From an optimization exercise on the open Yosys and OpenROAD flow, aimed at a short achievable clock period and few clock cycles; shortcuts taken in it are not production practice.
In this exercise RTL edits were held to simulation tests only and were not proved equivalent to the original.

==> design/flow/design.v <==
module ARM (
	input clk,
	input rst,
	output [31:0] imem_addr,
	input  [31:0] imem_rdata,
	output [31:0] dmem_addr,
	output [31:0] dmem_wdata,
	output dmem_rd_en,
	output dmem_wr_en,
	input  [31:0] dmem_rdata,
	input  dmem_ready
);
	reg  [9:0]  pc;
	reg         fd_v;
	reg  [31:0] fd_ins;
	reg  [14:0] fd_oha, fd_ohb;    
	reg         fd_pred;           
	reg         fd_zoff;           
	reg  [9:0]  fd_alt;            
	reg         de_v;
	reg  [3:0]  de_cond;
	reg         de_wr;             
	reg         de_ld, de_st, de_br, de_setf;
	reg  [3:0]  de_rd, de_ra, de_rm;
	reg         de_pred, de_zoff;
	reg  [9:0]  de_alt;
	reg         de_arith, de_invb, de_cin1, de_cinc, de_zext, de_linv;
	reg  [1:0]  de_lsel;
	reg  [31:0] de_a, de_b, de_sd;
	reg         de_fa, de_fb, de_fs;    
	reg         de_pa, de_pb, de_ps;    
	reg         de_pbs;                 
	reg  [6:0]  de_shf;                 
	reg         de_lch;                 
	reg         x_wr;
	reg  [3:0]  x_dst;
	reg  [31:0] x_val;
	reg  [3:0]  flg;
	reg  [31:0] rf [0:14];
	reg  [14:0] virgin;        
	reg  [14:0] pend;          
	reg  [3:0]  ptag [0:14];   
	reg  [3:0]  l_seq;         
	reg         o_rd, o_wr;
	reg  [31:0] o_addr, o_wdata;
	reg  [3:0]  o_dst, o_tag;
	reg         q_wr   [0:7];
	reg  [31:0] q_addr [0:7];
	reg  [31:0] q_data [0:7];
	reg  [3:0]  q_dst  [0:7];
	reg  [3:0]  q_tag  [0:7];
	reg  [2:0]  q_rp, q_wp;
	reg  [3:0]  q_cnt;
	reg         ld_v;              
	reg         ld_live;           
	reg  [3:0]  ld_dst;
	reg  [31:0] ld_q;
	reg  [31:0] ld_qs;             
	wire fN = flg[3], fZ = flg[2], fC = flg[1], fV = flg[0];
	wire [15:0] ctab = {
		1'b0,                       
		1'b1,                       
		fZ | (fN != fV),            
		~fZ & (fN == fV),           
		fN != fV,                   
		fN == fV,                   
		~fC | fZ,                   
		fC & ~fZ,                   
		~fV, fV, ~fN, fN, ~fC, fC, ~fZ, fZ };
	wire        ld_wr = ld_v & ld_live;
	wire        e_cond = ctab[de_cond];
	wire        e_go   = de_v & e_cond;           
	wire        ma = ld_wr & (ld_dst == de_ra);
	wire        mb = ld_wr & (ld_dst == de_rm);
	wire        ms = ld_wr & (ld_dst == de_rd);
	wire        e_hold = e_go & ((de_pa & ~ma) | (de_pb & ~mb) | (de_ps & ~ms));
	wire        e_ok   = e_go & ~e_hold;
	wire [31:0] ea = de_fa ? x_val : de_pa ? ld_q : de_a;
	wire [31:0] eb = de_fb ? x_val : de_pb ? (de_pbs ? ld_qs : ld_q) : de_b;
	wire [31:0] es = de_fs ? x_val : de_ps ? ld_q : de_sd;
	wire [32:0] A33 = {~de_zext & ea[31], ea};
	wire [32:0] Bs  = {~de_zext & eb[31], eb};
	wire [32:0] B33 = de_invb ? ~Bs : Bs;
	wire        cin = de_cin1 | (de_cinc & fC);
	wire [32:0] sum = A33 + B33 + {32'd0, cin};
	wire [32:0] zc  = {A33[31:0] | B33[31:0], cin};
	wire        zsum = &(~(A33 ^ B33 ^ zc));
	reg  [31:0] lres;
	always @(*) begin
		case (de_lsel)
			2'd0: lres = ea & eb;
			2'd1: lres = ea | eb;
			2'd2: lres = ea ^ eb;
			default: lres = eb;
		endcase
		if (de_linv) lres = ~lres;
	end
	wire [31:0] res  = de_arith ? sum[31:0] : lres;
	wire        nN   = res[31];
	wire        nC   = de_arith ? sum[32] : lres[31];
	wire        nZ   = de_arith ? zsum : ~|lres;
	wire        nV   = de_arith ? (sum[31] ^ sum[32]) : 1'b0;
	wire        e_qmem = e_go & (de_ld | de_st) & ~de_lch;    
	wire        e_mem  = e_qmem & ~e_hold;
	wire        e_ldw  = e_mem & de_ld;
	wire        e_aluw = e_ok & de_wr;
	wire        e_sets = e_go & de_setf;
	wire        mispredict = de_v & de_br & ~de_zoff & (e_cond != de_pred);
	wire [31:0] di   = fd_ins;
	wire [1:0]  dmode = di[27:26];
	wire        dI   = di[25];
	wire [3:0]  dop  = di[24:21];
	wire        dS   = di[20];
	wire [3:0]  drn  = di[19:16];
	wire [3:0]  drd  = di[15:12];
	wire [3:0]  drm  = di[3:0];
	wire d_dp    = dmode == 2'b00;
	wire d_mov   = dop == 4'b1101;
	wire d_mvn   = dop == 4'b1111;
	wire d_add   = dop == 4'b0100;
	wire d_adc   = dop == 4'b0101;
	wire d_sub   = dop == 4'b0010;
	wire d_sbc   = dop == 4'b0110;
	wire d_and   = dop == 4'b0000;
	wire d_orr   = dop == 4'b1100;
	wire d_eor   = dop == 4'b0001;
	wire d_cmp   = dop == 4'b1010;
	wire d_tst   = dop == 4'b1000;
	wire d_wrop  = d_mov | d_mvn | d_add | d_adc | d_sub | d_sbc | d_and | d_orr | d_eor;
	wire d_alu_w = d_dp & d_wrop;
	wire d_cmpt  = d_dp & dS & (d_cmp | d_tst);
	wire d_alu   = d_alu_w | d_cmpt;
	wire d_ld    = (dmode == 2'b01) & dS;
	wire d_st    = (dmode == 2'b01) & ~dS;
	wire d_mem   = dmode == 2'b01;
	wire d_br    = (dmode == 2'b10) & ~di[24];
	wire d_setf  = (d_alu_w & dS) | d_cmpt | d_ld;
	wire d_use_a = (d_alu & ~d_mov & ~d_mvn) | d_mem;
	wire d_use_b = d_alu & ~dI & ~di[4];
	wire d_shift = d_use_b & (di[11:7] != 5'd0);
	wire [3:0] d_rbsel = d_st ? drd : drm;
	reg  [31:0] rfv [0:14];
	integer i;
	always @(*)
		for (i = 0; i < 15; i = i + 1)
			rfv[i] = virgin[i] ? i : rf[i];
	function [31:0] rdreg(input [3:0] r, input [14:0] oh);
		integer j;
		begin
			if (x_wr && x_dst == r)
				rdreg = x_val;
			else if (ld_wr && ld_dst == r)
				rdreg = ld_q;
			else begin
				rdreg = 32'd0;
				for (j = 0; j < 15; j = j + 1)
					rdreg = rdreg | (rfv[j] & {32{oh[j]}});
			end
		end
	endfunction
	wire [31:0] d_va = rdreg(drn, fd_oha);
	wire [31:0] d_vb = rdreg(d_rbsel, fd_ohb);
	wire [4:0]  d_sh  = di[11:7];
	wire [1:0]  d_sty = di[6:5];
	wire [63:0] d_ror = {d_vb, d_vb} >> d_sh;
	wire [4:0]  d_rot = {di[11:8], 1'b0};
	wire [63:0] d_iror = {24'd0, di[7:0], 24'd0, di[7:0]} >> d_rot;
	reg  [31:0] d_op2;
	always @(*) begin
		if (d_mem)
			d_op2 = {{20{di[11]}}, di[11:0]};
		else if (dI)
			d_op2 = d_iror[31:0];
		else if (di[4])
			d_op2 = 32'd0;
		else case (d_sty)
			2'b00: d_op2 = d_vb << d_sh;
			2'b11: d_op2 = d_ror[31:0];
			default: d_op2 = d_vb >> d_sh;
		endcase
	end
	function fwd(input [3:0] r);
		fwd = e_go & de_wr & (de_rd == r);
	endfunction
	function pl(input [3:0] r, input [14:0] oh);
		pl = (|(pend & oh) & ~(ld_wr & (ld_dst == r)) & ~fwd(r)) |
		     (e_qmem & de_ld & (de_rd == r) & (r != 4'd15));
	endfunction
	wire d_pla = pl(drn, fd_oha);
	wire d_plb = pl(d_rbsel, fd_ohb);
	wire d_fwa = fwd(drn);
	wire d_fwb = fwd(d_rbsel);
	wire d_fa = d_use_a & d_fwa;
	wire d_fb = d_use_b & ~d_shift & d_fwb;
	wire d_fs = d_st & d_fwb;
	wire d_pa = d_use_a & d_pla;
	wire d_pb = d_use_b & d_plb;
	wire d_ps = d_st & d_plb;
	wire head_busy = o_rd | o_wr;
	wire served    = head_busy & dmem_ready;
	wire head_free = ~head_busy | served;
	wire q_nonempty = q_cnt != 4'd0;
	wire [4:0] q_tot = {1'b0, q_cnt} + {4'd0, head_busy} + {4'd0, e_qmem};
	wire stall = fd_v & (
		(d_shift & d_fwb) |
		(d_mem & (q_tot >= 5'd9)));
	wire [31:0] d_addr = d_va + {{20{di[11]}}, di[11:0]};
	wire d_ctrue = (di[31:28] == 4'd14) | (~e_sets & ctab[di[31:28]]);
	wire d_lok = fd_v & d_mem & d_ctrue & ~stall & ~mispredict &
	             ~d_pla & ~d_fwa & (d_ld | (~d_plb & ~d_fwb)) &
	             ~q_nonempty & ~e_qmem;
	wire launch = d_lok & ~e_hold & head_free;
	wire        ls_e = e_hold & de_pb & de_pbs & ~mb;
	wire [4:0]  ls_sh = ls_e ? de_shf[6:2] : di[11:7];
	wire [1:0]  ls_ty = ls_e ? de_shf[1:0] : di[6:5];
	wire [31:0] ls_in = dmem_rdata;
	wire [63:0] ls_ror = {ls_in, ls_in} >> ls_sh;
	reg  [31:0] ls_out;
	always @(*) begin
		case (ls_ty)
			2'b00: ls_out = ls_in << ls_sh;
			2'b11: ls_out = ls_ror[31:0];
			default: ls_out = ls_in >> ls_sh;
		endcase
	end
	wire launch_ld = launch & d_ld;
	wire [3:0] dcnd = di[31:28];
	wire zf = e_sets ? nZ : fZ;
	wire d_zcond = (dcnd == 4'd0) | (dcnd == 4'd1);
	wire d_known = ~e_sets | d_zcond;
	wire d_taken = d_zcond ? (zf ^ dcnd[0]) : ctab[dcnd];
	wire d_fix = fd_v & d_br & ~fd_zoff & d_known & (d_taken != fd_pred);
	wire [31:0] fi = imem_rdata;
	wire        f_br = (fi[27:26] == 2'b10) & ~fi[24];
	wire        d_sets = fd_v & d_setf;
	wire        stable = ~d_sets & ~e_sets;
	wire [3:0]  fc = fi[31:28];
	wire        f_guess = (fc == 4'd14) | ((fc != 4'd15) & fi[23]);
	wire        f_zcond = (fc == 4'd0) | (fc == 4'd1);
	wire        f_pred = f_br & ((f_zcond & ~d_sets) ? (zf ^ fc[0]) :
	                             stable ? ctab[fc] : f_guess);
	wire [9:0]  pc1 = pc + 10'd1;
	wire [9:0]  f_tgt = pc1 + fi[9:0];
	wire [9:0]  f_next = f_pred ? f_tgt : pc1;
	wire [9:0]  f_alt  = f_pred ? pc1 : f_tgt;
	wire        f_st = (fi[27:26] == 2'b01) & ~fi[20];
	wire [3:0]  f_rb = f_st ? fi[15:12] : fi[3:0];
	wire [15:0] f_oha = 16'd1 << fi[19:16];
	wire [15:0] f_ohb = 16'd1 << f_rb;
	assign imem_addr = {22'd0, pc};
	assign dmem_addr  = o_addr;
	assign dmem_wdata = o_wdata;
	assign dmem_rd_en = o_rd;
	assign dmem_wr_en = o_wr;
	wire bypass_q  = head_free & ~q_nonempty & e_mem;    
	wire q_push    = e_mem & ~bypass_q;
	wire q_pop     = head_free & q_nonempty;
	wire [15:0] o_oh = 16'd1 << o_dst;
	wire head_latest = |(pend & o_oh[14:0]) & (ptag[o_dst] == o_tag);
	wire head_kill = ((e_aluw | e_ldw) & (de_rd == o_dst)) | (launch_ld & (drd == o_dst));
	wire advance = ~e_hold;           
	wire f_hold  = e_hold | stall;
	always @(posedge clk or posedge rst) begin
		if (rst) begin
			pc <= 10'd0;
			fd_v <= 1'b0;
			de_v <= 1'b0;
			x_wr <= 1'b0;
			flg <= 4'd0;
			virgin <= 15'h7fff;
			pend <= 15'd0;
			l_seq <= 4'd0;
			o_rd <= 1'b0; o_wr <= 1'b0;
			q_rp <= 3'd0; q_wp <= 3'd0; q_cnt <= 4'd0;
			ld_v <= 1'b0;
		end else begin
			if (mispredict) begin
				pc <= de_alt;
				fd_v <= 1'b0;
			end else if (f_hold) begin
			end else if (d_fix) begin
				pc <= fd_alt;
				fd_v <= 1'b0;
			end else begin
				pc <= f_next;
				fd_v <= 1'b1;
			end
			if (advance)
				de_v <= fd_v & ~stall & ~mispredict;
			if (advance)
				x_wr <= e_aluw;
			if (e_ok & de_setf)
				flg <= {nN, nZ, nC, nV};
			if (x_wr && x_dst != 4'd15) virgin[x_dst] <= 1'b0;
			if (ld_wr) virgin[ld_dst] <= 1'b0;
			if (ld_wr) pend[ld_dst] <= 1'b0;
			if (e_aluw && de_rd != 4'd15) pend[de_rd] <= 1'b0;
			if (e_ldw && de_rd != 4'd15) pend[de_rd] <= 1'b1;
			if (launch_ld && drd != 4'd15) pend[drd] <= 1'b1;
			if (e_ldw | launch_ld) l_seq <= l_seq + 4'd1;
			if (head_free) begin
				if (q_nonempty) begin
					o_rd <= ~q_wr[q_rp];
					o_wr <= q_wr[q_rp];
				end else if (e_mem) begin
					o_rd <= de_ld;
					o_wr <= de_st;
				end else begin
					o_rd <= launch & d_ld;
					o_wr <= launch & d_st;
				end
			end
			if (q_push) q_wp <= q_wp + 3'd1;
			if (q_pop)  q_rp <= q_rp + 3'd1;
			q_cnt <= q_cnt + {3'd0, q_push} - {3'd0, q_pop};
			ld_v <= o_rd & dmem_ready;
		end
	end
	always @(posedge clk) begin
		if (~(f_hold | mispredict)) begin
			fd_ins  <= fi;
			fd_oha  <= f_oha[14:0];
			fd_ohb  <= f_ohb[14:0];
			fd_pred <= f_pred;
			fd_zoff <= fi[23:0] == 24'd0;
			fd_alt  <= f_alt;
		end
		if (advance) begin
			de_cond  <= di[31:28];
			de_wr    <= d_alu_w;
			de_ld    <= d_ld;
			de_st    <= d_st;
			de_br    <= d_br;
			de_setf  <= d_setf;
			de_rd    <= drd;
			de_ra    <= drn;
			de_rm    <= drm;
			de_pred  <= d_br & (fd_pred ^ d_fix);
			de_alt   <= fd_alt;
			de_zoff  <= fd_zoff;
			de_arith <= d_mem | (d_dp & (d_add | d_adc | d_sub | d_sbc | d_cmp));
			de_invb  <= d_dp & (d_sub | d_sbc | d_cmp);
			de_cin1  <= d_dp & (d_sub | d_cmp);
			de_cinc  <= d_dp & d_adc;
			de_zext  <= d_dp & d_adc;
			de_lsel  <= (d_and | d_tst) ? 2'd0 : d_orr ? 2'd1 : d_eor ? 2'd2 : 2'd3;
			de_linv  <= d_mvn;
			de_a     <= d_va;
			de_b     <= d_op2;
			de_sd    <= d_vb;
			de_fa    <= d_fa;
			de_fb    <= d_fb;
			de_fs    <= d_fs;
			de_pa    <= d_pa;
			de_pb    <= d_pb;
			de_ps    <= d_ps;
			de_pbs   <= d_shift;
			de_shf   <= di[11:5];
			de_lch   <= launch;
			x_dst    <= de_rd;
			x_val    <= res;
		end else begin
			if (de_pa & ma) begin de_a  <= ld_q; de_pa <= 1'b0; end
			if (de_pb & mb) begin de_b  <= de_pbs ? ld_qs : ld_q; de_pb <= 1'b0; end
			if (de_ps & ms) begin de_sd <= ld_q; de_ps <= 1'b0; end
		end
		if (x_wr) rf[x_dst] <= x_val;
		if (ld_wr) rf[ld_dst] <= ld_q;
		if (e_ldw) ptag[de_rd] <= l_seq;
		if (launch_ld) ptag[drd] <= l_seq;
		if (e_mem) begin
			q_wr[q_wp]   <= de_st;
			q_addr[q_wp] <= sum[31:0];
			q_data[q_wp] <= es;
			q_dst[q_wp]  <= de_rd;
			q_tag[q_wp]  <= l_seq;
		end
		if (head_free) begin
			o_addr  <= q_nonempty ? q_addr[q_rp] : e_mem ? sum[31:0] : d_addr;
			o_wdata <= q_nonempty ? q_data[q_rp] : e_mem ? es : d_vb;
			o_dst   <= q_nonempty ? q_dst[q_rp]  : e_mem ? de_rd : drd;
			o_tag   <= q_nonempty ? q_tag[q_rp]  : l_seq;
		end
		ld_dst  <= o_dst;
		ld_live <= head_latest & ~head_kill;
		ld_q    <= dmem_rdata;
		ld_qs   <= ls_out;
	end
endmodule
==> design/flow/flow/run.sh <==
#!/bin/bash
# Layout flow: the standard ORFS flow (standard.sh, unchanged synthesis),
# with repair_timing asked for a setup margin so that it optimises the layout
# for a shorter period than the constraint's 18 ns. The clock period, the SDC
# and every other setting stay the design's and config.mk's.
set -euo pipefail
cd "$(dirname "${BASH_SOURCE[0]}")/.."
bash standard.sh SETUP_SLACK_MARGIN=13.2 finish > flow_make.log 2>&1
==> design/flow/standard.sh <==
#!/bin/bash
# synth_recipe.tcl (not shown) runs the flow's synth.tcl, then flattens the netlist and writes it again
# the make line also repeats each setting of config.mk as NAME=value (left out here)
make -C /OpenROAD-flow-scripts/flow DESIGN_CONFIG=/design/flow/config.mk WORK_HOME=/design/flow/orfs CLKGATE_MAP_FILE= SYNTH_SCRIPT=/design/flow/synth_recipe.tcl "${@:-finish}"
==> design/flow/config.mk <==
export PLATFORM = sky130hd
export DESIGN_NAME = ARM
export DESIGN_NICKNAME = ARM
export VERILOG_FILES = /design/flow/design.v
export SDC_FILE = /design/flow/constraint.sdc
export NUM_CORES = 8
export LEC_CHECK = 0
export CAP_MARGIN = 20
export CORE_MARGIN = 2
export CORE_UTILIZATION = 40
export SETUP_SLACK_MARGIN = 0.4
export SLEW_MARGIN = 20
==> design/flow/constraint.sdc <==
create_clock -name core_clock -period 18.0 [get_ports {clk}]
set_input_delay 3.6000 -clock core_clock [delete_from_list [all_inputs] [get_ports {clk}]]
set_output_delay 3.6000 -clock core_clock [all_outputs]
set_load 0.01 [all_outputs]
==> flow_metrics.env <==
export IMPL_firstDrtPassIters=13
export IMPL_clockRootBuffer="clkbuf_16"
export IMPL_wl_met1_um=150000
export IMPL_ys_async_sr_fraction=0.0402
export IMPL_drc=0
export IMPL_cp_common_cell="buf_4"
export IMPL_clkTransAtPathRegs_ns=0.06
export IMPL_die_h_um=481
export IMPL_worst_setup_path_start_kind="flop"
export IMPL_syn_cell_area_um2=91200
export IMPL_met3_length_um=59900
export IMPL_wl_um=409000
export IMPL_fin_setup_tns_ns=0
export IMPL_tightestPinTransition_ns=1.41
export IMPL_top_layer="met5"
export IMPL_multi_input_area_um2=45300
export IMPL_grt_ovfl_total=0
export IMPL_ys_seq_elements=1594
export IMPL_hold_violations=0
export IMPL_yosysUniqueCellTypes=104
export IMPL_final_util=0.485
export IMPL_dieArea_um2=232000
export IMPL_ant_nets=0
export IMPL_synth_fa_ha_area_frac=0.0287
export IMPL_clock_fmax_mhz=185
export IMPL_fillers=19700
export IMPL_final_min_clock_period_ns=5.41
export IMPL_synth_main_ff_cell="edfxtp_1"
export IMPL_seqCellArea_um2=46900
export IMPL_drive_gt1_frac=0.284
export IMPL_area_growth_pct=20.8
export IMPL_pin_count=165
export IMPL_cpMaxStageDelayCell="dfrtp_2"
export IMPL_vias=76600
export IMPL_routed_wl_met2_um=167000
export IMPL_slowest_delay_ns=0.44
export IMPL_insertion_delay_ns=0.88
export IMPL_grt_usage=0.338
export IMPL_clock_path_buffers=3
export IMPL_holdPathStages=0
export IMPL_grt_max_degree=86
export IMPL_worstPathArrival_ns=6.13
export IMPL_fin_skew_ns=0.0760
export IMPL_synthCells=7774
export IMPL_drtIter0Drc=13900
export IMPL_rsz0062_at_grt="yes"
export IMPL_status="no timing/DRC/antenna violations"
export IMPL_synth_top_family_by_area="compound AO/OA/AOI/OAI gates"
export IMPL_htreeDepth=4
export IMPL_setup_violations=0
export IMPL_worstHoldPathType="reg -> reg"
export IMPL_yosys_area_share_simple=0.0909
export IMPL_crit_required_ns=18.72
export IMPL_muxShareOfSynthArea=0.151
export IMPL_cts_buffers=171
export IMPL_rows=175
export IMPL_synth_warnings=2
export IMPL_r2r_cells=30
export IMPL_start_util=0.402
export IMPL_nets=8358
export IMPL_portBuffers=142
export IMPL_cts_sinks=1594
export IMPL_synthXorXnorAreaFrac=0.0231
export IMPL_seq_area_frac_synth=0.514
export IMPL_finalMaxSlewViolations=0
export IMPL_antenna_found_initial=37
export IMPL_avgViaCountPerCell=6.80
export IMPL_fin_cells=11300
export IMPL_cp_max_fo=8
export IMPL_min_period_over_period=0.300
export IMPL_maxCapViolCount=0
export IMPL_syn_area_per_cell_um2=11.7
export IMPL_wl_per_cell_um=36.3
export IMPL_grt_pass1_vias=70500
export IMPL_maxSlewHeadroom=0.0561
export IMPL_endpoint_kind="flop"
export IMPL_synth_compound_area_frac=0.153
export IMPL_tritoncts="built"
export IMPL_core_region_area_um2=227000
export IMPL_synth_edf_count=1457
export IMPL_worstSetupPathType="reg -> reg"
export IMPL_grt_pass1_wl_um=555000
export IMPL_die_width_um=481
export IMPL_place_gp_congestion=1.04
export IMPL_dp_cells=10500
export IMPL_dp_hpwl_um=259000
[through the flow]
step                instance area [um^2]  setup slack, ns  hold slack, ns
finish                            110000            12.59           0.457
floorplan                          92200            12.18           0.346
global placement                   97000            11.15           0.435
CTS                               106000            12.66           0.453
detailed placement                 97000            11.12           0.438
global route                      110000            12.47           0.465
[layout make-up]
type / instances / share of cell area
sequential: 1594 / 0.426
multi-input combinational: 5317 / 0.411
timing repair buffer: 805 / 0.0698
clock buffer: 205 / 0.0407
tap: 3009 / 0.0342
clock inverter: 113 / 0.0106
inverter: 194 / 0.00706
antenna: 21 / 0.000477
timing repair inverter: 2 / 0.000136
[layout by cell type, fill, tap and decap left out, drive strengths merged, types with 80 or more instances in the layout]
cell / instances
a22oi: 289
buf: 724
clkbuf: 222
a221oi: 84
nand3: 128
a21oi: 288
clkinv: 89
xor2: 84
nand2: 713
nor3: 80
o21ai: 530
ha: 201
inv: 191
nor2: 417
mux2: 393
nor2b: 113
xnor2: 156
a211oi: 92
mux4: 249
nand4: 106
mux2i: 368
edfxtp: 1457
[critical path: cells and delay by family, from the launching register on]
kind                   cells  cell delay (ns)
buffers and inverters     19             2.26
muxes                      1             0.31
AOI/OAI and AO/OA          3             0.82
DFF                        1             0.44
and+or+nand+nor            7             1.35
[state kept, by name (all words and copies together), names as in the netlist, 60 cells and up, named ones only]
register	flops
rf	480
q_data	256
ptag	60
q_addr	256
[synthesized netlist by cell type (61+ instances only)]
cell	number	area, um^2
a22o_1	61	534
o211ai_1	65	488
edfxtp_1	1457	43800
nand3_1	127	636
nor2_1	412	1550
buf_1	111	417
nand4_1	106	663
clkbuf_1	498	1870
mux4_2	249	5610
mux2_2	383	4310
a22oi_1	289	2170
nor3_1	78	390
o21a_1	76	571
a31oi_1	77	482
a222oi_1	73	731
nand2_1	712	2670
xnor2_1	156	1370
nor2b_1	113	707
dfxtp_1	73	1460
o21ai_0	508	2540
xor2_1	84	736
a221oi_1	83	727
a21oi_1	288	1440
inv_1	186	698
mux2i_1	363	3630
ha_1	201	2510
a211oi_1	91	683
[worst paths after layout]
path | from | to | slack (ns)
worst max-delay path | flg[3] | l_seq[1] | 12.59
worst min-delay path | fd_alt[1] | de_alt[1] | 0.46
worst max register to register | flg[3] | l_seq[1] | 12.59
worst min register to register | fd_alt[1] | de_alt[1] | 0.46
max in group asynchronous | rst | q_rp[2] | 13.50
min in group asynchronous | rst | pend[0] | 3.15
[kinds of logic (layout without fill, tap and decap cells)]
family | Yosys count | count (layout)
AO/OA/AOI/OAI | 2042 | 2043
XOR/XNOR | 240 | 240
adder cells (fa/ha/maj) | 206 | 206
buffers and inverters | 887 | 1319
flip-flops | 1594 | 1594
multiplexers | 1010 | 1010
other | 1 | 43
AND/OR/NAND/NOR | 1794 | 1796
[timing repair]
action,4_1_cts,5_1_grt
setup buffers,171,177
setup endpoints to repair,1228,640
pin swaps,117,164
resized for setup,834,452
cloned,19,15
hold buffers,0,0
[layer usage]
layer	vias up	GRT usage
met1	37800	0.443
met3	1586	0.117
met2	6500	0.477
met4	36	0.207
li1	30700	-
met5	-	0
Testbench counts, summed over its fixed seeds: cycles 39,559.

[separate check: timing with driven ports]
No port has a modelled driver above. Below, the same layout with a new extraction and two added sets of constraints. Step 1 (the two cells are an assumption about what drives the block):
set clk [get_ports {clk}]
set_driving_cell -lib_cell sky130_fd_sc_hd__clkbuf_16 $clk
set_driving_cell -lib_cell sky130_fd_sc_hd__buf_2 [delete_from_list [all_inputs] $clk]
Step 2, shift: input delay + t, output delay - t, t = (earliest + latest rising clock arrival at the registers) / 2. This alone moves slack from input paths to output paths. Slacks: no drivers / after step 1 / after step 2; pairs: no drivers / after step 1.
shift t [ns]: 0.938
setup slack, ns: 12.593 / 12.593 / 12.063
worst setup path after step 2: input to register
clock arrival spread, ns: 0.082 / 0.082
pins driven straight from the clock port: 1
After both steps setup and hold are still met in this run. The setup slack of this run moves by 0.000 ns with the drivers and by -0.530 ns with both steps.
